Background: an optimization exercise with open tools, aiming at small area, a short achievable clock period and few clock cycles. Do not read the settings as production practice. At most, simulation tests tie the RTL to the original design; equivalence was not proved. Function not checked in runs 1 and 3: the RTL went through the layout flow alone.

`flow/constraint.sdc`:
```
create_clock -name core_clock -period 150.0 [get_ports {clk}]
set_input_delay 30.0000 -clock core_clock [delete_from_list [all_inputs] [get_ports {clk}]]
set_output_delay 30.0000 -clock core_clock [all_outputs]
set_load 0.01 [all_outputs]
```
`flow/config.mk`:
```
export PLATFORM = sky130hd
export DESIGN_NAME = RiscvSingleCycle_riscv_core
export DESIGN_NICKNAME = RiscvSingleCycle_riscv_core
export VERILOG_FILES = /design/flow/design.v
export SDC_FILE = /design/flow/constraint.sdc
export NUM_CORES = 4
export LEC_CHECK = 0
export CAP_MARGIN = 20
export CORE_MARGIN = 2
export CORE_UTILIZATION = 30
export PLACE_DENSITY = 0.4
export SLEW_MARGIN = 20
```
`flow/run.sh`:
```
#!/bin/bash
# synth_recipe.tcl (not shown) runs the flow's synth.tcl, then flattens the netlist and writes it again
# the make line also repeats each setting of config.mk as NAME=value (left out here)
make -C /OpenROAD-flow-scripts/flow DESIGN_CONFIG=/design/flow/config.mk WORK_HOME=/design/flow/orfs CLKGATE_MAP_FILE= SYNTH_SCRIPT=/design/flow/synth_recipe.tcl finish
```
`flow/design.v`:
```
module RiscvSingleCycle_riscv_core (
    input var logic clk,
    input var logic rst,  
    output var logic [32-1:0] imem_addr ,
    input  var logic [32-1:0] imem_rdata,
    output var logic [32-1:0] dmem_addr ,
    output var logic [32-1:0] dmem_wdata,
    input  var logic [32-1:0] dmem_rdata,
    output var logic          dmem_we   ,
    output var logic          dmem_re
);
    logic [31:1]       pc;     
    logic [31:0]       ir;     
    logic [15:1]       valid;  
    logic [15:1][31:0] regs;
    logic [2:0]        cnt;    
    logic [32:0]       hi;
    logic [31:0]       lo;
    logic [31:0]       rs1v;   
    logic [31:0]       rs2v;
    logic [6:0] opc;
    logic [2:0] f3;
    logic [3:0] rd;
    always_comb opc = ir[6:0];
    always_comb f3  = ir[14:12];
    always_comb rd  = ir[10:7];
    logic is_lui, is_auipc, is_jal, is_jalr, is_br, is_ld, is_st, is_opimm, is_op, is_m, is_alur;
    always_comb begin
        is_lui   = opc == 7'b0110111;
        is_auipc = opc == 7'b0010111;
        is_jal   = opc == 7'b1101111;
        is_jalr  = opc == 7'b1100111;
        is_br    = opc == 7'b1100011;
        is_ld    = opc == 7'b0000011;
        is_st    = opc == 7'b0100011;
        is_opimm = opc == 7'b0010011;
        is_op    = opc == 7'b0110011;
        is_m     = is_op && ir[31:25] == 7'b0000001;
        is_alur  = is_op && !is_m;
    end
    logic [31:0] imm_i, imm_s, imm_b, imm_u, imm_j;
    always_comb begin
        imm_i = {{20{ir[31]}}, ir[31:20]};
        imm_s = {{20{ir[31]}}, ir[31:25], ir[11:7]};
        imm_b = {{19{ir[31]}}, ir[31], ir[7], ir[30:25], ir[11:8], 1'b0};
        imm_u = {ir[31:12], 12'h0};
        imm_j = {{11{ir[31]}}, ir[31], ir[19:12], ir[20], ir[30:21], 1'b0};
    end
    logic [31:0] alu_b, bx, sum, alu_res, shr, shl, sh_in;
    logic        sub, cout, ltu, lts, eq, taken;
    logic signed [32:0] sh_sin, sh_full;
    always_comb begin
        alu_b = (is_op || is_br) ? rs2v : (is_st ? imm_s : imm_i);
        sub   = is_br || ((is_op || is_opimm) && f3[2:1] == 2'b01) || (is_alur && f3 == 3'b000 && ir[30]);
        bx    = alu_b ^ {32{sub}};
        {cout, sum} = {1'b0, rs1v} + {1'b0, bx} + {32'h0, sub};
        ltu   = !cout;
        lts   = (rs1v[31] ^ alu_b[31]) ? rs1v[31] : sum[31];
        eq    = rs1v == alu_b;
        case (f3)
            3'b000:  taken = eq;
            3'b001:  taken = !eq;
            3'b100:  taken = lts;
            3'b101:  taken = !lts;
            3'b110:  taken = ltu;
            3'b111:  taken = !ltu;
            default: taken = 1'b0;
        endcase
        for (int i = 0; i < 32; i++) sh_in[i] = f3[2] ? rs1v[i] : rs1v[31-i];
        sh_sin  = {f3[2] && ir[30] && rs1v[31], sh_in};
        sh_full = sh_sin >>> alu_b[4:0];
        shr     = sh_full[31:0];
        for (int i = 0; i < 32; i++) shl[i] = shr[31-i];
        case (f3)
            3'b000:  alu_res = sum;
            3'b001:  alu_res = shl;
            3'b010:  alu_res = {31'h0, lts};
            3'b011:  alu_res = {31'h0, ltu};
            3'b100:  alu_res = rs1v ^ alu_b;
            3'b101:  alu_res = shr;
            3'b110:  alu_res = rs1v | alu_b;
            default: alu_res = rs1v & alu_b;
        endcase
    end
    logic        first, mul_last, div_last, m_last, is_div;
    logic        sa, sb, dsigned, a_neg, b_neg;
    logic [32:0] hi_in, a33, mul_hi;
    logic [31:0] lo_in, mul_lo, a_mag, dv, r, q, res_pre, div_res, mdu_res;
    logic [8:0]  mchunk;
    logic signed [41:0] mstep;
    logic signed [32:0] hi_s, a33_s;
    logic signed [8:0]  mchunk_s;
    logic [32:0] x;
    logic [33:0] t;
    logic        neg;
    always_comb begin
        is_div   = f3[2];
        first    = cnt == 3'd0;
        mul_last = cnt == 3'd3;
        div_last = cnt == 3'd7;
        m_last   = is_div ? div_last : mul_last;
        sa       = f3[1] ^ f3[0];             
        sb       = f3[1:0] == 2'b01;          
        dsigned  = !f3[0];                    
        a_neg    = dsigned && rs1v[31];
        b_neg    = dsigned && rs2v[31];
        a_mag    = a_neg ? 32'h0 - rs1v : rs1v;
        hi_in    = first ? 33'h0 : hi;
        lo_in    = first ? (is_div ? a_mag : rs2v) : lo;
        a33      = {sa && rs1v[31], rs1v};
        mchunk   = {sb && mul_last && lo_in[7], lo_in[7:0]};
        hi_s     = hi_in;
        a33_s    = a33;
        mchunk_s = mchunk;
        mstep    = hi_s + a33_s * mchunk_s;
        mul_hi   = mstep[40:8];
        mul_lo   = {mstep[7:0], lo_in[31:8]};
        dv = rs2v ^ {32{!b_neg}};
        r  = hi_in[31:0];
        q  = lo_in;
        for (int s = 0; s < 4; s++) begin
            x = {r, q[31]};
            t = {1'b0, x} + {1'b0, 1'b1, dv} + {33'h0, !b_neg};
            q = {q[30:0], t[33]};
            r = t[33] ? t[31:0] : x[31:0];
        end
        res_pre = f3[1] ? r : q;
        neg     = f3[1] ? a_neg : (a_neg ^ b_neg) && rs2v != 32'h0;
        div_res = neg ? 32'h0 - res_pre : res_pre;
        mdu_res = is_div ? div_res : (f3[1:0] == 2'b00 ? mul_lo : mul_hi[31:0]);
    end
    logic [31:0] pcf, pc4, pcadd, fa, wd;
    logic        stall, we;
    always_comb begin
        pcf   = {pc, 1'b0};
        pc4   = pcf + 32'd4;
        pcadd = pcf + (is_br ? imm_b : (is_jal ? imm_j : imm_u));
        stall = is_m && !m_last;
        if (stall)                        fa = pcf;
        else if (is_jal || (is_br && taken)) fa = pcadd;
        else if (is_jalr)                 fa = {sum[31:1], 1'b0};
        else                              fa = pc4;
        we = is_lui || is_auipc || is_jal || is_jalr || is_ld || is_opimm || is_alur || (is_m && m_last);
        if (is_ld)                    wd = dmem_rdata;
        else if (is_lui)              wd = imm_u;
        else if (is_auipc)            wd = pcadd;
        else if (is_jal || is_jalr)   wd = pc4;
        else if (is_m)                wd = mdu_res;
        else                          wd = alu_res;
    end
    logic [3:0]  nrs1, nrs2;
    logic [31:0] nrs1v, nrs2v;
    always_comb begin
        nrs1  = imem_rdata[18:15];
        nrs2  = imem_rdata[23:20];
        nrs1v = '0;
        nrs2v = '0;
        for (int i = 1; i < 16; i++) begin
            nrs1v = nrs1v | (regs[i] & {32{valid[i] && nrs1 == 4'(i)}});
            nrs2v = nrs2v | (regs[i] & {32{valid[i] && nrs2 == 4'(i)}});
        end
        if (we && rd == nrs1 && nrs1 != 4'd0) nrs1v = wd;
        if (we && rd == nrs2 && nrs2 != 4'd0) nrs2v = wd;
    end
    always_comb imem_addr  = fa;
    always_comb dmem_addr  = sum;
    always_comb dmem_wdata = rs2v;
    always_comb dmem_we    = is_st;
    always_comb dmem_re    = is_ld;
    always_ff @ (posedge clk, negedge rst) begin
        if (!rst) begin
            pc    <= 31'h7FFFFFFE;  
            ir[0] <= 1'b0;          
            cnt   <= 3'd0;
            valid <= '0;
        end else begin
            pc    <= fa[31:1];
            ir[0] <= imem_rdata[0];
            cnt   <= (is_m && !m_last) ? cnt + 3'd1 : 3'd0;
            for (int i = 1; i < 16; i++) begin
                if (we && rd == 4'(i)) valid[i] <= 1'b1;
            end
        end
    end
    always_ff @ (posedge clk) begin
        ir[31:1] <= imem_rdata[31:1];
        rs1v     <= nrs1v;
        rs2v     <= nrs2v;
        hi       <= is_div ? {1'b0, r} : mul_hi;
        lo       <= is_div ? q : mul_lo;
        for (int i = 1; i < 16; i++) begin
            if (we && rd == 4'(i)) regs[i] <= wd;
        end
    end
endmodule
```
==> results.json, run 1 <==
{
  "overflow": 0,
  "postCtsSetupBuffers": 0,
  "max_cap_viol_count": 0,
  "dp.cells": 9197,
  "groute.usage.overall_pct": 33.0,
  "synthArstFlopShare_pct": 7.25,
  "hp-start": "cnt[0]",
  "crit_required_ns": 120.00,
  "ys_types": 120,
  "timing.fmax_mhz": 25.3,
  "cts.sink_count": 690,
  "synth.avg_cell_area_um2": 9.19,
  "dieArea_mm2": 0.204,
  "rsz0062_at_grt": "false",
  "die_h_um": 452,
  "clock_latency_ns": 0.74,
  "drive_gt1_share_pct": 10.2,
  "path_max_fanout": 58,
  "hold_depth": 1,
  "setup.worst_path.start_class": "flop",
  "antenna_found_initial": 24,
  "cts_inserted_buffers": 85,
  "via_per_inst": 6.16,
  "grtUsageMet1_pct": 41.7,
  "netlist_area_mm2": 0.0602,
  "grt_pass1_vias": 56500,
  "yosys_warnings": 1,
  "gr-usage-met2_pct": 52.5,
  "ys_seq_area_share_pct": 31.4,
  "final.min_clock_period_ns": 39.46,
  "seqCellArea_mm2": 0.0189,
  "ctsResizeCount": 0,
  "grt_max_degree": 70,
  "synth_edf_count": 480,
  "clock_skew_ns": 0.0855,
  "cts_hold_buf": 0,
  "drtPass1Iterations": 9,
  "die_w_um": 452,
  "startpoint": "ir[5]",
  "io_pins": 164,
  "grt_pass1_wl_mm": 472,
  "n_fill_cell": 20600,
  "hold_class": "reg2reg",
  "top_usage_layer": "met2",
  "utilization_pct": 34.3,
  "synth_ff_type": "edfxtp_1",
  "clk_path_buf_depth": 3,
  "coreArea_mm2": 0.200,
  "crit_path_end_kind": "output port",
  "multi_input_area_mm2": 0.0384,
  "setup_viol": 0,
  "worstSetupPathType": "reg2out",
  "instances_no_fill": 9381,
  "rr_worst_depth": 52,
  "ant_nets": 0,
  "drt_iter0_drc": 7994,
  "vias": 57800,
  "synthCells": 6555,
  "area_growth_syn_to_layout_pct": 13.8,
  "ff2ff_setup_slack_ns": 129.92,
  "drc": 0,
  "slew_headroom_pct": 14.3,
  "final_net_count": 7325,
  "status": "complete, no violations",
  "use_met3_pct": 6.17,
  "worst_pin_slew_ns": 1.28,
  "wl_per_cell_um": 37.0,
  "ys_ff_latch": 690,
  "hold_viol": 0,
  "rows": 164,
  "synth_nets": 7251,
  "clk_pin_slew_worst_paths_ns": 0.06,
  "hold_path_end": "cnt[0]",
  "r2r-end": "regs[381]",
  "gp_congestion": 1.01,
  "root_buffer": "clkbuf_16",
  "critPathArrivalTime_ns": 9.46,
  "finalCritPeriodShare_pct": 26.3,
  "cts_tree": "yes",
  "maxSlewViolCount": 0,
  "routed_wl_mm": 347,
  "final.setup.tns_ns": 0,
  "holdWs_ns": 0.467,
  "place_hpwl_mm": 250,
  "start_util_pct": 30.2,
  "h-tree-depth": 3,
  "reg2reg_from": "ir[12]",
  "port_buffers": 162
}
-- cells in the final DEF, fill, tap and decap left out, drive strengths merged, types with 46 or more instances in the layout --
cell type,count
nor2,518
nor2b,46
clkdlybuf4s50,161
nand3,170
a22o,74
edfxtp,480
fa,277
nor3,126
nand2,582
a221oi,98
a222oi,72
o211ai,60
mux2i,118
nand4,118
ha,353
xnor2,216
inv,403
a21o,97
a211oi,81
o21a,55
clkbuf,114
o21ai,318
buf,258
xor2,113
and2,60
a31oi,55
a22oi,280
dfxtp,160
and3,84
a21oi,414
mux2,73
-- routing by layer --
layer / share of wire (%) / wire [um] / vias to the layer above
li1: - / - / 24500
met1: 40 / 140000 / 29400
met2: 45 / 157000 / 3062
met3: 7.6 / 26400 / 786
met4: 6.9 / 24000 / 16
met5: 0.033 / 115 / -
-- registers in the layout (all words and copies together) (netlist names) --
register,cells
cnt,3
hi,33
ir,32
lo,32
pc,31
regs,480
rs1v,32
rs2v,32
valid,15
-- cell usage after synthesis (37+ instances only) --
library cell	instances	area share, %
xnor2_1	216	3.1
nand2_1	581	3.6
a22oi_1	280	3.5
mux2_2	60	1.1
fa_1	277	9.2
o21a_1	55	0.69
nor4_1	37	0.38
a21o_1	97	1.2
a222oi_1	72	1.2
xor2_1	113	1.6
o31ai_1	39	0.49
o21ai_0	306	2.5
or3_1	44	0.46
buf_1	50	0.31
nor2b_1	46	0.48
edfxtp_1	480	24
and2_1	59	0.61
dfxtp_1	160	5.3
clkbuf_1	360	2.2
a31oi_1	55	0.57
a211oi_1	76	0.95
a22o_1	74	1.1
o211ai_1	57	0.71
nor2_1	517	3.2
nor3_1	122	1.0
inv_1	396	2.5
nand4_1	118	1.2
mux2i_1	118	2.0
nand2b_1	44	0.46
a221oi_1	97	1.4
and3_1	84	0.87
a21oi_1	412	3.4
ha_1	353	7.3
nand3_1	168	1.4
-- per-stage QoR --
stage	worst slack [ns]	instance area (um2)
2_1_floorplan	113.48	60200
3_3_place_gp	111.57	65700
3_5_place_dp	111.51	65700
4_1_cts	110.70	68500
5_1_grt	109.84	68500
6_report	110.54	68500
-- area by class of cell --
class	count	share of cell area, %
Clock inverter	41	0.549
Tap cell	2656	4.85
Timing Repair Buffer	419	5.17
Multi-Input combinational cell	5022	56.0
Inverter	411	2.25
Sequential cell	690	27.6
Antenna cell	28	0.102
Clock buffer	114	3.46
-- cell families (layout without fill, tap and decap cells) --
kind of cell | Yosys count | after routing | synth area share (%)
muxes | 216 | 216 | 4.32
xor gates and xnor gates | 329 | 329 | 4.78
other | 1 | 29 | 0.00623
DFF | 690 | 690 | 31.4
AOI/OAI and AO/OA | 1918 | 1918 | 22.4
adders and majority gates | 630 | 630 | 16.5
and+or+nand+nor | 1928 | 1928 | 15.2
buffers and inverters | 843 | 985 | 5.41
-- worst max-delay path, stage by stage (launching register included) --
cell	delay (ns)
dfxtp_1	0.69
clkinv_1	0.46
nor4_1	0.42
a31o_2	0.69
inv_2	0.46
xnor2_1	0.36
ha_1	0.27
a21boi_0	0.13
o41ai_1	0.91
a2111o_1	0.29
o211ai_1	0.18
a21oi_1	0.35
a211oi_1	0.20
o211a_1	0.25
or3_1	0.44
mux2_2	0.31
a22oi_1	0.18
mux2i_1	0.34
a21oi_4	0.08
buf_4	0.31
or2_2	0.43
nor3_1	0.21
a221o_1	0.15
clkdlybuf4s50_1	0.54
-- how the worst max path moves through the flow --
stage                     slack [ns]            end
after floorplan               113.48  imem_addr[30]
after global placement        111.57  imem_addr[31]
after detailed placement      111.51  imem_addr[31]
after CTS                     110.70  imem_addr[31]
after global routing          109.84  imem_addr[31]
final                         110.54  imem_addr[15]
==> run 2: changes to the inputs <==
--- a/flow/design.v
+++ b/flow/design.v
@@ -16,13 +16,13 @@
     logic [2:0]        cnt;    
     logic [32:0]       hi;
     logic [31:0]       lo;
-    logic [31:0]       rs1v;   
-    logic [31:0]       rs2v;
     logic [6:0] opc;
     logic [2:0] f3;
-    logic [3:0] rd;
+    logic [3:0] rs1, rs2, rd;
     always_comb opc = ir[6:0];
     always_comb f3  = ir[14:12];
+    always_comb rs1 = ir[18:15];
+    always_comb rs2 = ir[23:20];
     always_comb rd  = ir[10:7];
     logic is_lui, is_auipc, is_jal, is_jalr, is_br, is_ld, is_st, is_opimm, is_op, is_m, is_alur;
     always_comb begin
@@ -45,6 +45,15 @@
         imm_b = {{19{ir[31]}}, ir[31], ir[7], ir[30:25], ir[11:8], 1'b0};
         imm_u = {ir[31:12], 12'h0};
         imm_j = {{11{ir[31]}}, ir[31], ir[19:12], ir[20], ir[30:21], 1'b0};
+    end
+    logic [31:0] rs1v, rs2v;
+    always_comb begin
+        rs1v = '0;
+        rs2v = '0;
+        for (int i = 1; i < 16; i++) begin
+            rs1v = rs1v | (regs[i] & {32{valid[i] && rs1 == 4'(i)}});
+            rs2v = rs2v | (regs[i] & {32{valid[i] && rs2 == 4'(i)}});
+        end
     end
     logic [31:0] alu_b, bx, sum, alu_res, shr, shl, sh_in;
     logic        sub, cout, ltu, lts, eq, taken;
@@ -148,20 +157,6 @@
         else if (is_m)                wd = mdu_res;
         else                          wd = alu_res;
     end
-    logic [3:0]  nrs1, nrs2;
-    logic [31:0] nrs1v, nrs2v;
-    always_comb begin
-        nrs1  = imem_rdata[18:15];
-        nrs2  = imem_rdata[23:20];
-        nrs1v = '0;
-        nrs2v = '0;
-        for (int i = 1; i < 16; i++) begin
-            nrs1v = nrs1v | (regs[i] & {32{valid[i] && nrs1 == 4'(i)}});
-            nrs2v = nrs2v | (regs[i] & {32{valid[i] && nrs2 == 4'(i)}});
-        end
-        if (we && rd == nrs1 && nrs1 != 4'd0) nrs1v = wd;
-        if (we && rd == nrs2 && nrs2 != 4'd0) nrs2v = wd;
-    end
     always_comb imem_addr  = fa;
     always_comb dmem_addr  = sum;
     always_comb dmem_wdata = rs2v;
@@ -184,8 +179,6 @@
     end
     always_ff @ (posedge clk) begin
         ir[31:1] <= imem_rdata[31:1];
-        rs1v     <= nrs1v;
-        rs2v     <= nrs2v;
         hi       <= is_div ? {1'b0, r} : mul_hi;
         lo       <= is_div ? q : mul_lo;
         for (int i = 1; i < 16; i++) begin
==> results.json, run 2 <==
{
  "dp.cells": 8766,
  "synthArstFlopShare_pct": 7.99,
  "finalCritPeriodShare_pct": 27.7,
  "vias": 54400,
  "via_per_inst": 6.10,
  "reg_top3": "regs (480), hi (33)",
  "root_buffer": "clkbuf_16",
  "hold_class": "reg2reg",
  "worst_pin_slew_ns": 1.24,
  "path_max_fanout": 30,
  "drt_iter0_drc": 7508,
  "crit_required_ns": 120.00,
  "slew_headroom_pct": 17.0,
  "grt_max_degree": 126,
  "instances_no_fill": 8922,
  "hold_viol": 0,
  "die_w_um": 440,
  "netlist.area_leader.share_pct": 25.2,
  "maxSlewViolCount": 0,
  "netlist_area_mm2": 0.0571,
  "postCtsSetupBuffers": 0,
  "clk_path_buf_depth": 3,
  "rows": 160,
  "synth_nets": 6900,
  "ys_types": 126,
  "cts.sink_count": 626,
  "drc": 0,
  "antenna_found_initial": 26,
  "cts_hold_buf": 0,
  "yosysMostFrequentCell": "nand2_1",
  "crit_path_end_kind": "output port",
  "utilization_pct": 34.4,
  "setup_viol": 0,
  "groute.usage.overall_pct": 32.4,
  "max_stage_delay_ns": 0.82,
  "cts_inserted_buffers": 79,
  "largest_register_ff_count": 480,
  "status": "complete, no violations",
  "die_h_um": 440,
  "drtPass1Iterations": 7,
  "synth.avg_cell_area_um2": 9.21,
  "synth_edf_count": 480,
  "drive_gt1_share_pct": 10.5,
  "port_buffers": 162,
  "clock_skew_ns": 0.0707,
  "coreArea_mm2": 0.190,
  "synth_ff_type": "edfxtp_1",
  "rr_worst_depth": 71,
  "gp_congestion": 1.00,
  "ys_seq_area_share_pct": 30.8,
  "place_hpwl_mm": 243,
  "r2r-end": "regs[120]",
  "start_util_pct": 30.1,
  "final_common_cell": "nand2_1",
  "critPathSlowestCell": "inv_1",
  "clock_latency_ns": 0.75,
  "reg2reg_from": "ir[20]",
  "synth.top_cells.by_count": "nand2_1 (626), edfxtp_1 (480), nor2_1 (472), inv_1 (375), o21ai_0 (357)",
  "ff2ff_setup_slack_ns": 127.12,
  "overflow": 0,
  "rsz0062_at_grt": "false",
  "hold_depth": 1,
  "grt_pass1_wl_mm": 437,
  "timing.fmax_mhz": 24.1,
  "crit_path_frequent_cell": "a21oi_1",
  "setup.worst_path.start_class": "flop",
  "cts_tree": "yes",
  "area_growth_syn_to_layout_pct": 14.4,
  "max_cap_viol_count": 0,
  "io_pins": 164,
  "final.min_clock_period_ns": 41.55,
  "final_cell_mix": "nand2_1 (625), edfxtp_1 (480), nor2_1 (455), inv_1 (374), ha_1 (352)",
  "synthCells": 6204,
  "worstSetupPathType": "reg2out",
  "final.setup.tns_ns": 0,
  "yosys-top-cells-area": "edfxtp_1 (25%), fa_1 (9.7%), ha_1 (7.7%), nand2_1 (4.1%), a22oi_1 (3.7%)",
  "routed_wl_mm": 323,
  "critPathCapture": "imem_addr[9]",
  "grt_pass1_vias": 51600,
  "ctsResizeCount": 0,
  "yosys_warnings": 1,
  "dieArea_mm2": 0.194,
  "clk_pin_slew_worst_paths_ns": 0.06,
  "h-tree-depth": 3,
  "critPathArrivalTime_ns": 11.55,
  "top_register": "regs",
  "startpoint": "ir[17]",
  "final_net_count": 7033,
  "wl_per_cell_um": 36.2,
  "ys_ff_latch": 626,
  "ant_nets": 0,
  "yosysTopAreaCell": "edfxtp_1"
}
-- run 2: worst min path at each step --
stage | start | endpoint | slack (ns)
2_1_floorplan | cnt[0] | cnt[0] | 0.43
3_3_place_gp | cnt[0] | cnt[0] | 0.45
3_5_place_dp | cnt[0] | cnt[0] | 0.46
4_1_cts | cnt[0] | cnt[0] | 0.47
5_1_grt | cnt[0] | cnt[0] | 0.50
6_report | cnt[0] | cnt[0] | 0.46
-- run 2: final cells by class --
class / count / area [um2]
Fill cell: 19500 / 124000
Antenna cell: 12 / 30.0
Multi-Input combinational cell: 4815 / 36800
Clock buffer: 90 / 2070
Inverter: 399 / 1510
Tap cell: 2511 / 3140
Clock inverter: 53 / 637
Sequential cell: 626 / 17600
Timing Repair Buffer: 416 / 3530
-- run 2: cells by family (layout without fill, tap and decap cells) --
group	Yosys count	after routing	share of synthesized area [%]
AO/OA/AOI/OAI	1753	1753	21.0
multiplexers	212	212	3.94
flip-flops	626	626	30.8
XOR/XNOR	332	332	5.09
adder cells (fa/ha/maj)	630	630	17.4
other	1	13	0.00656
buffers and inverters	763	958	5.53
AND/OR/NAND/NOR	1887	1887	16.2
-- run 2: metal layers --
metal / track usage [%] / vias to the layer above / part of all wire (%)
met4: 15.4 / 20 / 5.7
met1: 41.9 / 27600 / 40
li1: - / 23100 / -
met5: 0 / - / 0.043
met3: 5.74 / 733 / 8.2
met2: 52.4 / 3050 / 46
-- run 2: metrics by stage --
step	setup WS [ns]	hold slack [ns]	instance area, um2
after global placement	109.61	0.449	62600
after detailed placement	109.50	0.465	62600
final	108.45	0.463	65400
after global routing	107.94	0.495	65300
after CTS	108.70	0.473	65300
after floorplan	111.58	0.432	57100
-- run 2: worst max-delay path: cells and delay by family (launching register included) --
kind            cells  cell delay (ns)
compound gates     17             3.99
fa+ha+maj           1             0.53
buf+inv             3             1.79
flops               1             0.73
mux                 2             0.67
simple gates        9             3.04
Testbench counts of run 2, summed over its fixed seeds: cycles 89,953.
==> run 3: changes to the inputs <==
--- a/flow/design.v
+++ b/flow/design.v
@@ -16,28 +16,16 @@
     logic [2:0]        cnt;    
     logic [32:0]       hi;
     logic [31:0]       lo;
+    logic [31:0]       rs1v;   
+    logic [31:0]       rs2v;
     logic [6:0] opc;
     logic [2:0] f3;
-    logic [3:0] rs1, rs2, rd;
+    logic [3:0] rd;
     always_comb opc = ir[6:0];
     always_comb f3  = ir[14:12];
-    always_comb rs1 = ir[18:15];
-    always_comb rs2 = ir[23:20];
     always_comb rd  = ir[10:7];
     logic is_lui, is_auipc, is_jal, is_jalr, is_br, is_ld, is_st, is_opimm, is_op, is_m, is_alur;
-    always_comb begin
-        is_lui   = opc == 7'b0110111;
-        is_auipc = opc == 7'b0010111;
-        is_jal   = opc == 7'b1101111;
-        is_jalr  = opc == 7'b1100111;
-        is_br    = opc == 7'b1100011;
-        is_ld    = opc == 7'b0000011;
-        is_st    = opc == 7'b0100011;
-        is_opimm = opc == 7'b0010011;
-        is_op    = opc == 7'b0110011;
-        is_m     = is_op && ir[31:25] == 7'b0000001;
-        is_alur  = is_op && !is_m;
-    end
+    logic use_b, sub;
     logic [31:0] imm_i, imm_s, imm_b, imm_u, imm_j;
     always_comb begin
         imm_i = {{20{ir[31]}}, ir[31:20]};
@@ -46,21 +34,11 @@
         imm_u = {ir[31:12], 12'h0};
         imm_j = {{11{ir[31]}}, ir[31], ir[19:12], ir[20], ir[30:21], 1'b0};
     end
-    logic [31:0] rs1v, rs2v;
-    always_comb begin
-        rs1v = '0;
-        rs2v = '0;
-        for (int i = 1; i < 16; i++) begin
-            rs1v = rs1v | (regs[i] & {32{valid[i] && rs1 == 4'(i)}});
-            rs2v = rs2v | (regs[i] & {32{valid[i] && rs2 == 4'(i)}});
-        end
-    end
     logic [31:0] alu_b, bx, sum, alu_res, shr, shl, sh_in;
-    logic        sub, cout, ltu, lts, eq, taken;
+    logic        cout, ltu, lts, eq, taken;
     logic signed [32:0] sh_sin, sh_full;
     always_comb begin
-        alu_b = (is_op || is_br) ? rs2v : (is_st ? imm_s : imm_i);
-        sub   = is_br || ((is_op || is_opimm) && f3[2:1] == 2'b01) || (is_alur && f3 == 3'b000 && ir[30]);
+        alu_b = use_b ? rs2v : (is_st ? imm_s : imm_i);
         bx    = alu_b ^ {32{sub}};
         {cout, sum} = {1'b0, rs1v} + {1'b0, bx} + {32'h0, sub};
         ltu   = !cout;
@@ -157,6 +135,40 @@
         else if (is_m)                wd = mdu_res;
         else                          wd = alu_res;
     end
+    logic [3:0]  nrs1, nrs2;
+    logic [31:0] nrs1v, nrs2v;
+    always_comb begin
+        nrs1  = imem_rdata[18:15];
+        nrs2  = imem_rdata[23:20];
+        nrs1v = '0;
+        nrs2v = '0;
+        for (int i = 1; i < 16; i++) begin
+            nrs1v = nrs1v | (regs[i] & {32{valid[i] && nrs1 == 4'(i)}});
+            nrs2v = nrs2v | (regs[i] & {32{valid[i] && nrs2 == 4'(i)}});
+        end
+        if (we && rd == nrs1 && nrs1 != 4'd0) nrs1v = wd;
+        if (we && rd == nrs2 && nrs2 != 4'd0) nrs2v = wd;
+    end
+    logic [6:0] nopc;
+    logic [2:0] nf3;
+    logic n_lui, n_auipc, n_jal, n_jalr, n_br, n_ld, n_st, n_opimm, n_op, n_m, n_alur, n_use_b, n_sub;
+    always_comb begin
+        nopc     = imem_rdata[6:0];
+        nf3      = imem_rdata[14:12];
+        n_lui    = nopc == 7'b0110111;
+        n_auipc  = nopc == 7'b0010111;
+        n_jal    = nopc == 7'b1101111;
+        n_jalr   = nopc == 7'b1100111;
+        n_br     = nopc == 7'b1100011;
+        n_ld     = nopc == 7'b0000011;
+        n_st     = nopc == 7'b0100011;
+        n_opimm  = nopc == 7'b0010011;
+        n_op     = nopc == 7'b0110011;
+        n_m      = n_op && imem_rdata[31:25] == 7'b0000001;
+        n_alur   = n_op && !n_m;
+        n_use_b  = n_op || n_br;
+        n_sub    = n_br || ((n_op || n_opimm) && nf3[2:1] == 2'b01) || (n_alur && nf3 == 3'b000 && imem_rdata[30]);
+    end
     always_comb imem_addr  = fa;
     always_comb dmem_addr  = sum;
     always_comb dmem_wdata = rs2v;
@@ -165,12 +177,13 @@
     always_ff @ (posedge clk, negedge rst) begin
         if (!rst) begin
             pc    <= 31'h7FFFFFFE;  
-            ir[0] <= 1'b0;          
+            {is_lui, is_auipc, is_jal, is_jalr, is_br, is_ld, is_st, is_opimm, is_op, is_m, is_alur, use_b, sub} <= '0;
             cnt   <= 3'd0;
             valid <= '0;
         end else begin
             pc    <= fa[31:1];
-            ir[0] <= imem_rdata[0];
+            {is_lui, is_auipc, is_jal, is_jalr, is_br, is_ld, is_st, is_opimm, is_op, is_m, is_alur, use_b, sub} <=
+                {n_lui, n_auipc, n_jal, n_jalr, n_br, n_ld, n_st, n_opimm, n_op, n_m, n_alur, n_use_b, n_sub};
             cnt   <= (is_m && !m_last) ? cnt + 3'd1 : 3'd0;
             for (int i = 1; i < 16; i++) begin
                 if (we && rd == 4'(i)) valid[i] <= 1'b1;
@@ -178,7 +191,9 @@
         end
     end
     always_ff @ (posedge clk) begin
-        ir[31:1] <= imem_rdata[31:1];
+        ir       <= imem_rdata;
+        rs1v     <= nrs1v;
+        rs2v     <= nrs2v;
         hi       <= is_div ? {1'b0, r} : mul_hi;
         lo       <= is_div ? q : mul_lo;
         for (int i = 1; i < 16; i++) begin
==> results.json, run 3 <==
{
  "groute.usage.overall_pct": 31.8,
  "yosys-top-cells-area": "edfxtp_1 (24%), fa_1 (9.2%), ha_1 (7.4%), dfxtp_1 (5.1%), nand2_1 (3.6%)",
  "path_max_fanout": 41,
  "io_pins": 164,
  "coreArea_mm2": 0.199,
  "ys_seq_area_share_pct": 31.8,
  "multi_input_area_mm2": 0.0380,
  "cts_inserted_buffers": 83,
  "h-tree-depth": 3,
  "fin_area_mm2": 0.0684,
  "cts.sink_count": 695,
  "dieArea_mm2": 0.203,
  "status": "complete, no violations",
  "placed_cell_area_mm2": 0.0654,
  "postCtsSetupBuffers": 0,
  "clock_latency_ns": 0.73,
  "vias": 56700,
  "final.setup.tns_ns": 0,
  "rows": 164,
  "synth.avg_cell_area_um2": 9.18,
  "yosysMostFrequentCell": "nand2_1",
  "slew_headroom_pct": 15.5,
  "ys_types": 123,
  "netlist_area_mm2": 0.0600,
  "crit_path_end_kind": "output port",
  "reg_top3": "regs (480), hi (33)",
  "synthArstFlopShare_pct": 8.78,
  "utilization_pct": 34.3,
  "via_per_inst": 6.08,
  "grt_pass1_vias": 54500,
  "ys_ff_latch": 695,
  "worst_pin_slew_ns": 1.24,
  "wl_met3_mm": 26.0,
  "instances_no_fill": 9331,
  "yosysTopAreaCell": "edfxtp_1",
  "setup.worst_path.start_class": "flop",
  "netlist.area_leader.share_pct": 24.0,
  "drt_iter0_drc": 7439,
  "grt_pass1_wl_mm": 454,
  "clk_pin_slew_worst_paths_ns": 0.06,
  "max_cap_viol_count": 0,
  "port_buffers": 162,
  "yosys_warnings": 1,
  "grt_max_degree": 65,
  "clk_path_buf_depth": 3,
  "die_h_um": 451,
  "dr_wl_met2_mm": 152,
  "cts_tree": "yes",
  "final.min_clock_period_ns": 39.79,
  "drtPass1Iterations": 9,
  "rsz0062_at_grt": "false",
  "highest_layer": "met5",
  "drc": 0,
  "root_buffer": "clkbuf_16",
  "setup_viol": 0,
  "dp.cells": 9170,
  "cts_hold_buf": 0,
  "drive_gt1_share_pct": 9.93,
  "synthCells": 6530,
  "hold_class": "reg2reg",
  "ant_nets": 0,
  "final_common_cell": "nand2_1",
  "clock_skew_ns": 0.0466,
  "start_util_pct": 30.1,
  "final_cell_mix": "nand2_1 (576), nor2_1 (500), edfxtp_1 (480), inv_1 (421), a21oi_1 (409)",
  "synth_ff_type": "edfxtp_1",
  "maxSlewViolCount": 0,
  "synth.top_cells.by_count": "nand2_1 (577), nor2_1 (517), edfxtp_1 (480), inv_1 (421), a21oi_1 (413)",
  "area_growth_syn_to_layout_pct": 14.0,
  "met1_length_mm": 134,
  "die_w_um": 451,
  "hold_viol": 0,
  "top_register": "regs",
  "finalCritPeriodShare_pct": 26.5,
  "largest_register_ff_count": 480,
  "antenna_found_initial": 22,
  "final_net_count": 7296,
  "n_fill_cell": 20600,
  "critPathArrivalTime_ns": 9.79,
  "worstSetupPathType": "reg2out",
  "synth_nets": 7226,
  "gp_congestion": 1.01,
  "wl_per_cell_um": 35.8,
  "overflow": 0,
  "synth_edf_count": 480,
  "ctsResizeCount": 0,
  "seqCellArea_mm2": 0.0191,
  "place_hpwl_mm": 247,
  "timing.fmax_mhz": 25.1,
  "routed_wl_mm": 334,
  "crit_required_ns": 120.00
}
==> run 3: cell count changes after synthesis, sizes merged, moves of 38 or more <==
cell	delta
clkbuf	+98
nor3	+61
a221oi	+44
nor2	+46
inv	+38
o21ai	-56
a21oi	+58
nand3	+54
and3	-48
nand2	-48
dfxtp	+58
buf	-44
==> run 3: kinds of logic after synthesis <==
logic type	count (synthesis)	synth area share [%]
flops	695	31.8
mux	215	4.36
xor+xnor	330	4.82
compound gates	1886	21.8
other cells	1	0.00625
buf+inv	849	5.39
simple gates	1924	15.2
fa+ha+maj	630	16.6
==> run 3: final cells by class <==
class                           instances  area share [%]
Clock inverter                         54            1.11
Multi-Input combinational cell       4986            55.5
Antenna cell                            8          0.0293
Timing Repair Buffer                  403            5.04
Inverter                              431            2.37
Tap cell                             2656            4.86
Sequential cell                       695            27.9
Clock buffer                           98            3.16
==> run 3: routing by layer <==
layer	up-vias	track usage [%]
li1	24300	-
met3	704	5.68
met1	28700	40.4
met4	18	17.9
met2	3011	51.0
met5	-	0
==> run 3: path summary, 6_finish.rpt <==
path	from	endpoint	slack, ns	depth (start not counted)
worst max-delay path	is_st	imem_addr[17]	110.22	26
worst min register to register	cnt[0]	cnt[0]	0.46	1
worst min-delay path	cnt[0]	cnt[0]	0.46	1
worst max register to register	rs1v[3]	regs[126]	129.39	60
min in group asynchronous	rst	valid[9]	29.48	2
max in group asynchronous	rst	sub	119.83	2
==> run 3: per-stage QoR <==
| step | worst slack, ns | hold WS [ns] |
|---|---|---|
| floorplan | 112.23 | 0.432 |
| global placement | 111.03 | 0.458 |
| detailed placement | 111.03 | 0.457 |
| CTS | 110.18 | 0.466 |
| global route | 109.79 | 0.499 |
| finish | 110.22 | 0.463 |
==> run 3: critical path, stage by stage (launching register included) <==
cell and delay (ns):
dfrtp_1 0.52, mux2i_1 0.56, o21a_2 0.20, buf_4 0.50, xnor2_1 0.22, inv_1 0.08, fa_1 0.40, nor2b_1 0.12
o21ai_0 0.11, a21boi_0 0.55, o21a_1 0.21, o21ai_0 0.18, a2111oi_0 0.78, nor3_1 0.18, or3_1 0.45, a31oi_1 0.41
a221oi_1 0.26, a211oi_1 0.26, o22ai_1 0.14, mux2_2 0.28, a221o_1 0.34, o311ai_1 0.30, nand2_2 0.64, buf_16 0.36
mux2i_1 0.12, a21oi_1 0.24, clkdlybuf4s50_1 0.58
==> run 4: changes to the inputs <==
--- a/flow/design.v
+++ b/flow/design.v
@@ -13,7 +13,7 @@
     logic [31:0]       ir;     
     logic [15:1]       valid;  
     logic [15:1][31:0] regs;
-    logic [2:0]        cnt;    
+    logic [3:0]        cnt;    
     logic [32:0]       hi;
     logic [31:0]       lo;
     logic [31:0]       rs1v;   
@@ -69,52 +69,89 @@
             default: alu_res = rs1v & alu_b;
         endcase
     end
-    logic        first, mul_last, div_last, m_last, is_div;
+    logic        first, m_short, mul_last, d_zero, d_big, div_last, m_last, is_div;
     logic        sa, sb, dsigned, a_neg, b_neg;
     logic [32:0] hi_in, a33, mul_hi;
-    logic [31:0] lo_in, mul_lo, a_mag, dv, r, q, res_pre, div_res, mdu_res;
-    logic [8:0]  mchunk;
-    logic signed [41:0] mstep;
-    logic signed [32:0] hi_s, a33_s;
-    logic signed [8:0]  mchunk_s;
+    logic [31:0] lo_in, mul_lo, mul_res, a_mag, dv, r, q, res_pre, div_res, mdu_res;
+    logic [37:0] mstep, op0, op1, op2, op3, op4, s1, c1, s2, c2, s3, c3;
+    logic        neg3, cc;
     logic [32:0] x;
     logic [33:0] t;
-    logic        neg;
+    logic        neg, orx;
     always_comb begin
         is_div   = f3[2];
-        first    = cnt == 3'd0;
-        mul_last = cnt == 3'd3;
-        div_last = cnt == 3'd7;
-        m_last   = is_div ? div_last : mul_last;
+        first    = cnt == 4'd0;
         sa       = f3[1] ^ f3[0];             
         sb       = f3[1:0] == 2'b01;          
         dsigned  = !f3[0];                    
         a_neg    = dsigned && rs1v[31];
         b_neg    = dsigned && rs2v[31];
-        a_mag    = a_neg ? 32'h0 - rs1v : rs1v;
-        hi_in    = first ? 33'h0 : hi;
-        lo_in    = first ? (is_div ? a_mag : rs2v) : lo;
-        a33      = {sa && rs1v[31], rs1v};
-        mchunk   = {sb && mul_last && lo_in[7], lo_in[7:0]};
-        hi_s     = hi_in;
-        a33_s    = a33;
-        mchunk_s = mchunk;
-        mstep    = hi_s + a33_s * mchunk_s;
-        mul_hi   = mstep[40:8];
-        mul_lo   = {mstep[7:0], lo_in[31:8]};
+        m_short  = rs1v == 32'h0 || (sb ? (rs2v[31:3] == 29'h0 || rs2v[31:3] == 29'h1FFFFFFF) : rs2v[31:4] == 28'h0);
+        mul_last = m_short || cnt == 4'd7;
+        d_zero   = rs2v == 32'h0;
+        d_big    = b_neg ? rs2v[31:28] != 4'hF : rs2v[31:28] != 4'h0;
+        div_last = d_zero || (d_big ? cnt == 4'd1 : cnt == 4'd15);
+        m_last   = is_div ? div_last : mul_last;
+        orx = 1'b0;
+        for (int i = 0; i < 32; i++) begin
+            a_mag[i] = rs1v[i] ^ (a_neg & orx);
+            orx      = orx | rs1v[i];
+        end
+        if (!first) begin
+            hi_in = hi;
+            lo_in = lo;
+        end else if (!is_div) begin
+            hi_in = 33'h0;
+            lo_in = rs2v;
+        end else if (d_big) begin
+            hi_in = {5'h0, a_mag[31:4]};
+            lo_in = {a_mag[3:0], 28'h0};
+        end else begin
+            hi_in = 33'h0;
+            lo_in = a_mag;
+        end
+        a33  = {sa && rs1v[31], rs1v};
+        neg3 = sb && mul_last && lo_in[3];
+        op0  = {{5{hi_in[32]}}, hi_in};
+        op1  = {{5{a33[32]}}, a33} & {38{lo_in[0]}};
+        op2  = {{4{a33[32]}}, a33, 1'b0} & {38{lo_in[1]}};
+        op3  = {{3{a33[32]}}, a33, 2'b0} & {38{lo_in[2]}};
+        op4  = (({{2{a33[32]}}, a33, 3'b0} ^ {38{neg3}}) | {35'h0, {3{neg3}}}) & {38{lo_in[3]}};
+        s1   = op0 ^ op1 ^ op2;
+        c1   = {(op0[36:0] & op1[36:0]) | (op0[36:0] & op2[36:0]) | (op1[36:0] & op2[36:0]), 1'b0};
+        s2   = s1 ^ c1 ^ op3;
+        c2   = {(s1[36:0] & c1[36:0]) | (s1[36:0] & op3[36:0]) | (c1[36:0] & op3[36:0]), 1'b0};
+        s3   = s2 ^ c2 ^ op4;
+        c3   = {(s2[36:0] & c2[36:0]) | (s2[36:0] & op4[36:0]) | (c2[36:0] & op4[36:0]), neg3};
+        cc   = 1'b0;
+        for (int i = 0; i < 38; i++) begin
+            mstep[i] = s3[i] ^ c3[i] ^ cc;
+            cc       = (s3[i] & c3[i]) | (s3[i] & cc) | (c3[i] & cc);
+        end
+        mul_hi   = mstep[36:4];
+        mul_lo   = {mstep[3:0], lo_in[31:4]};
+        if (f3[1:0] == 2'b00) mul_res = m_short ? mstep[31:0] : mul_lo;
+        else                  mul_res = m_short ? {{26{mstep[37]}}, mstep[37:32]} : mul_hi[31:0];
         dv = rs2v ^ {32{!b_neg}};
         r  = hi_in[31:0];
         q  = lo_in;
-        for (int s = 0; s < 4; s++) begin
+        for (int s = 0; s < 2; s++) begin
             x = {r, q[31]};
             t = {1'b0, x} + {1'b0, 1'b1, dv} + {33'h0, !b_neg};
             q = {q[30:0], t[33]};
             r = t[33] ? t[31:0] : x[31:0];
         end
         res_pre = f3[1] ? r : q;
-        neg     = f3[1] ? a_neg : (a_neg ^ b_neg) && rs2v != 32'h0;
-        div_res = neg ? 32'h0 - res_pre : res_pre;
-        mdu_res = is_div ? div_res : (f3[1:0] == 2'b00 ? mul_lo : mul_hi[31:0]);
+        neg     = f3[1] ? a_neg : a_neg ^ b_neg;
+        if (d_zero) div_res = f3[1] ? rs1v : 32'hFFFFFFFF;
+        else begin
+            orx = 1'b0;
+            for (int i = 0; i < 32; i++) begin
+                div_res[i] = res_pre[i] ^ (neg & orx);
+                orx        = orx | res_pre[i];
+            end
+        end
+        mdu_res = is_div ? div_res : mul_res;
     end
     logic [31:0] pcf, pc4, pcadd, fa, wd;
     logic        stall, we;
@@ -178,13 +215,13 @@
         if (!rst) begin
             pc    <= 31'h7FFFFFFE;  
             {is_lui, is_auipc, is_jal, is_jalr, is_br, is_ld, is_st, is_opimm, is_op, is_m, is_alur, use_b, sub} <= '0;
-            cnt   <= 3'd0;
+            cnt   <= 4'd0;
             valid <= '0;
         end else begin
             pc    <= fa[31:1];
             {is_lui, is_auipc, is_jal, is_jalr, is_br, is_ld, is_st, is_opimm, is_op, is_m, is_alur, use_b, sub} <=
                 {n_lui, n_auipc, n_jal, n_jalr, n_br, n_ld, n_st, n_opimm, n_op, n_m, n_alur, n_use_b, n_sub};
-            cnt   <= (is_m && !m_last) ? cnt + 3'd1 : 3'd0;
+            cnt   <= (is_m && !m_last) ? cnt + 4'd1 : 4'd0;
             for (int i = 1; i < 16; i++) begin
                 if (we && rd == 4'(i)) valid[i] <= 1'b1;
             end
==> results.json, run 4 <==
{
  "final_common_cell": "edfxtp_1",
  "synthCells": 5479,
  "crit_path_frequent_cell": "o21a_1",
  "place_hpwl_mm": 206,
  "yosys_warnings": 1,
  "netlist.area_leader.share_pct": 28.1,
  "finalCritPeriodShare_pct": 25.3,
  "wl_per_cell_um": 37.6,
  "area_growth_syn_to_layout_pct": 14.7,
  "setup_viol": 0,
  "clk_pin_slew_worst_paths_ns": 0.06,
  "cts_hold_buf": 0,
  "max_stage_delay_ns": 0.86,
  "maxSlewViolCount": 0,
  "rsz0062_at_grt": "false",
  "gp_congestion": 1.02,
  "crit_path_end_kind": "output port",
  "clock_skew_ns": 0.0492,
  "grt_pass1_vias": 46700,
  "ctsResizeCount": 0,
  "postCtsSetupBuffers": 0,
  "io_pins": 164,
  "final.setup.tns_ns": 0,
  "yosys-top-cells-area": "edfxtp_1 (28%), dfxtp_1 (6.0%), fa_1 (5.4%), ha_1 (4.9%), a22oi_1 (4.1%)",
  "port_buffers": 162,
  "clk_path_buf_depth": 3,
  "rows": 151,
  "synth.top_cells.by_count": "edfxtp_1 (480), nor2_1 (472), nand2_1 (385), a21oi_1 (374), clkbuf_1 (323)",
  "netlist_area_mm2": 0.0513,
  "vias": 49100,
  "worstSetupPathType": "reg2out",
  "yosysTopAreaCell": "edfxtp_1",
  "routed_wl_mm": 295,
  "critPathSlowestCell": "o21a_2",
  "max_cap_viol_count": 0,
  "via_per_inst": 6.27,
  "ys_types": 102,
  "cts_tree": "yes",
  "worst_pin_slew_ns": 1.29,
  "die_h_um": 417,
  "drive_gt1_share_pct": 10.4,
  "timing.fmax_mhz": 26.4,
  "hold_class": "reg2reg",
  "yosysMostFrequentCell": "edfxtp_1",
  "largest_register_ff_count": 480,
  "drt_iter0_drc": 7247,
  "final_cell_mix": "edfxtp_1 (480), nor2_1 (456), nand2_1 (385), a21oi_1 (372), inv_1 (315)",
  "antenna_found_initial": 24,
  "setup.worst_path.start_class": "flop",
  "cts_inserted_buffers": 84,
  "ant_nets": 0,
  "clock_latency_ns": 0.75,
  "fin_area_mm2": 0.0588,
  "ys_seq_area_share_pct": 37.2,
  "dieArea_mm2": 0.174,
  "final.min_clock_period_ns": 37.94,
  "synth.avg_cell_area_um2": 9.36,
  "critPathArrivalTime_ns": 7.94,
  "final_net_count": 5941,
  "h-tree-depth": 3,
  "synth_nets": 5883,
  "overflow": 0,
  "grt_pass1_wl_mm": 399,
  "placed_cell_area_mm2": 0.0559,
  "die_w_um": 417,
  "crit_required_ns": 120.00,
  "drtPass1Iterations": 9,
  "grt_max_degree": 79,
  "path_max_fanout": 46,
  "root_buffer": "clkbuf_16",
  "synth_ff_type": "edfxtp_1",
  "coreArea_mm2": 0.169,
  "crit_path_cell_trace": "mux2i_1, o21a_2, xnor2_1, inv_1, fa_1, nor2b_1, o21ai_0, a21oi_1, o21a_1, o2111ai_1, a41oi_1, o41ai_1, o311a_1, o41a_1, o21a_1, o211a_1, o22ai_1, nor2_4, buf_4, o311ai_0, clkdlybuf4s50_1",
  "hold_viol": 0,
  "ys_ff_latch": 696,
  "top_register": "regs",
  "synth_edf_count": 480,
  "slew_headroom_pct": 13.2,
  "status": "complete, no violations",
  "reg_top3": "regs (480), hi (33)",
  "start_util_pct": 30.2,
  "synthArstFlopShare_pct": 8.91,
  "drc": 0,
  "groute.usage.overall_pct": 32.8,
  "cts.sink_count": 696
}
## run 4: worst paths after layout
kind,from,end,slack [ns],cells past startpoint
max reg2reg,rs2v[28],regs[186],125.57,67
min,valid[14],valid[14],0.48,1
max,ir[8],imem_addr[14],112.06,21
max in group asynchronous,rst,is_ld,119.71,2
min reg2reg,valid[14],valid[14],0.48,1
min in group asynchronous,rst,valid[15],29.52,2
## run 4: cell type report
type / instances / area [um2]
Fill cell: 17400 / 111000
Multi-Input combinational cell: 4064 / 29700
Sequential cell: 696 / 19100
Timing Repair Buffer: 367 / 3160
Tap cell: 2218 / 2780
Clock buffer: 101 / 2230
Inverter: 324 / 1220
Clock inverter: 55 / 618
Antenna cell: 2 / 5.00
## run 4: kinds of logic (layout without fill, tap and decap cells)
family	count (synthesis)	in the layout	share of synthesized area (%)
muxes	186	186	4.58
xor gates and xnor gates	287	287	4.90
other	1	3	0.00732
adders and majority gates	338	338	10.3
DFF	696	696	37.2
and+or+nand+nor	1502	1502	13.9
buffers and inverters	719	847	5.34
AOI/OAI and AO/OA	1750	1750	23.8
## run 4: critical path: cells and delay by family, from the launching register on
kind                       cells  cell delay, ns
DFF                            1            0.52
AOI/OAI and AO/OA             13            4.31
adders and majority gates      1            0.40
muxes                          1            0.51
buffers and inverters          3            1.05
xor gates and xnor gates       1            0.23
and+or+nand+nor                2            0.15
## run 4: through the flow
stage | setup WS [ns] | util [%] | instances | hold slack (ns)
after floorplan | 113.62 | - | 5479 | 0.446
after global placement | 112.88 | 33.0 | 7668 | 0.464
after detailed placement | 112.84 | 33.0 | 7669 | 0.470
after CTS | 112.06 | 34.7 | 7825 | 0.485
after global routing | 111.68 | 34.7 | 7825 | 0.507
final | 112.06 | 34.7 | 7827 | 0.485
## run 4: per-layer routing
| metal | up-vias | share of wire, % | track usage [%] |
|---|---|---|---|
| met4 | 16 | 6.1 | 17.2 |
| li1 | 20700 | - | - |
| met1 | 24600 | 41 | 43.5 |
| met2 | 3068 | 43 | 49.8 |
| met5 | - | 0.039 | 0 |
| met3 | 666 | 9.8 | 7.49 |
Testbench counts of run 4, summed over its fixed seeds: cycles 88,995.

## port drivers added, routing unchanged
In the flow no input, the clock included, has a driving cell. The finished layouts below were timed again as built, in two steps.
Step 1: set_driving_cell puts a clkbuf_16 on clk and a buf_2 on each other input, an assumption about the parent block.
Step 2 moves the port delays by t, midway between the first and last clock arrival at a register: inputs arrive t later, outputs are due t later. That takes back most of the time a late clock gives input paths.
Slacks: ideal ports / drivers / drivers and shift; pairs: ideal ports / drivers.
run	t, ns	slack for setup (ns)	worst setup path at the end	slew at the worst register clock pin (ns)
run 1	0.778	110.540 / 110.457 / 111.235	register to output	0.08 / 0.08
run 2	0.797	108.452 / 108.369 / 109.167	register to output	0.07 / 0.07
run 3	0.788	110.215 / 110.131 / 110.919	register to output	0.07 / 0.07
run 4	0.801	112.057 / 111.977 / 112.779	register to output	0.08 / 0.08
After both steps setup and hold are still met in every run listed.
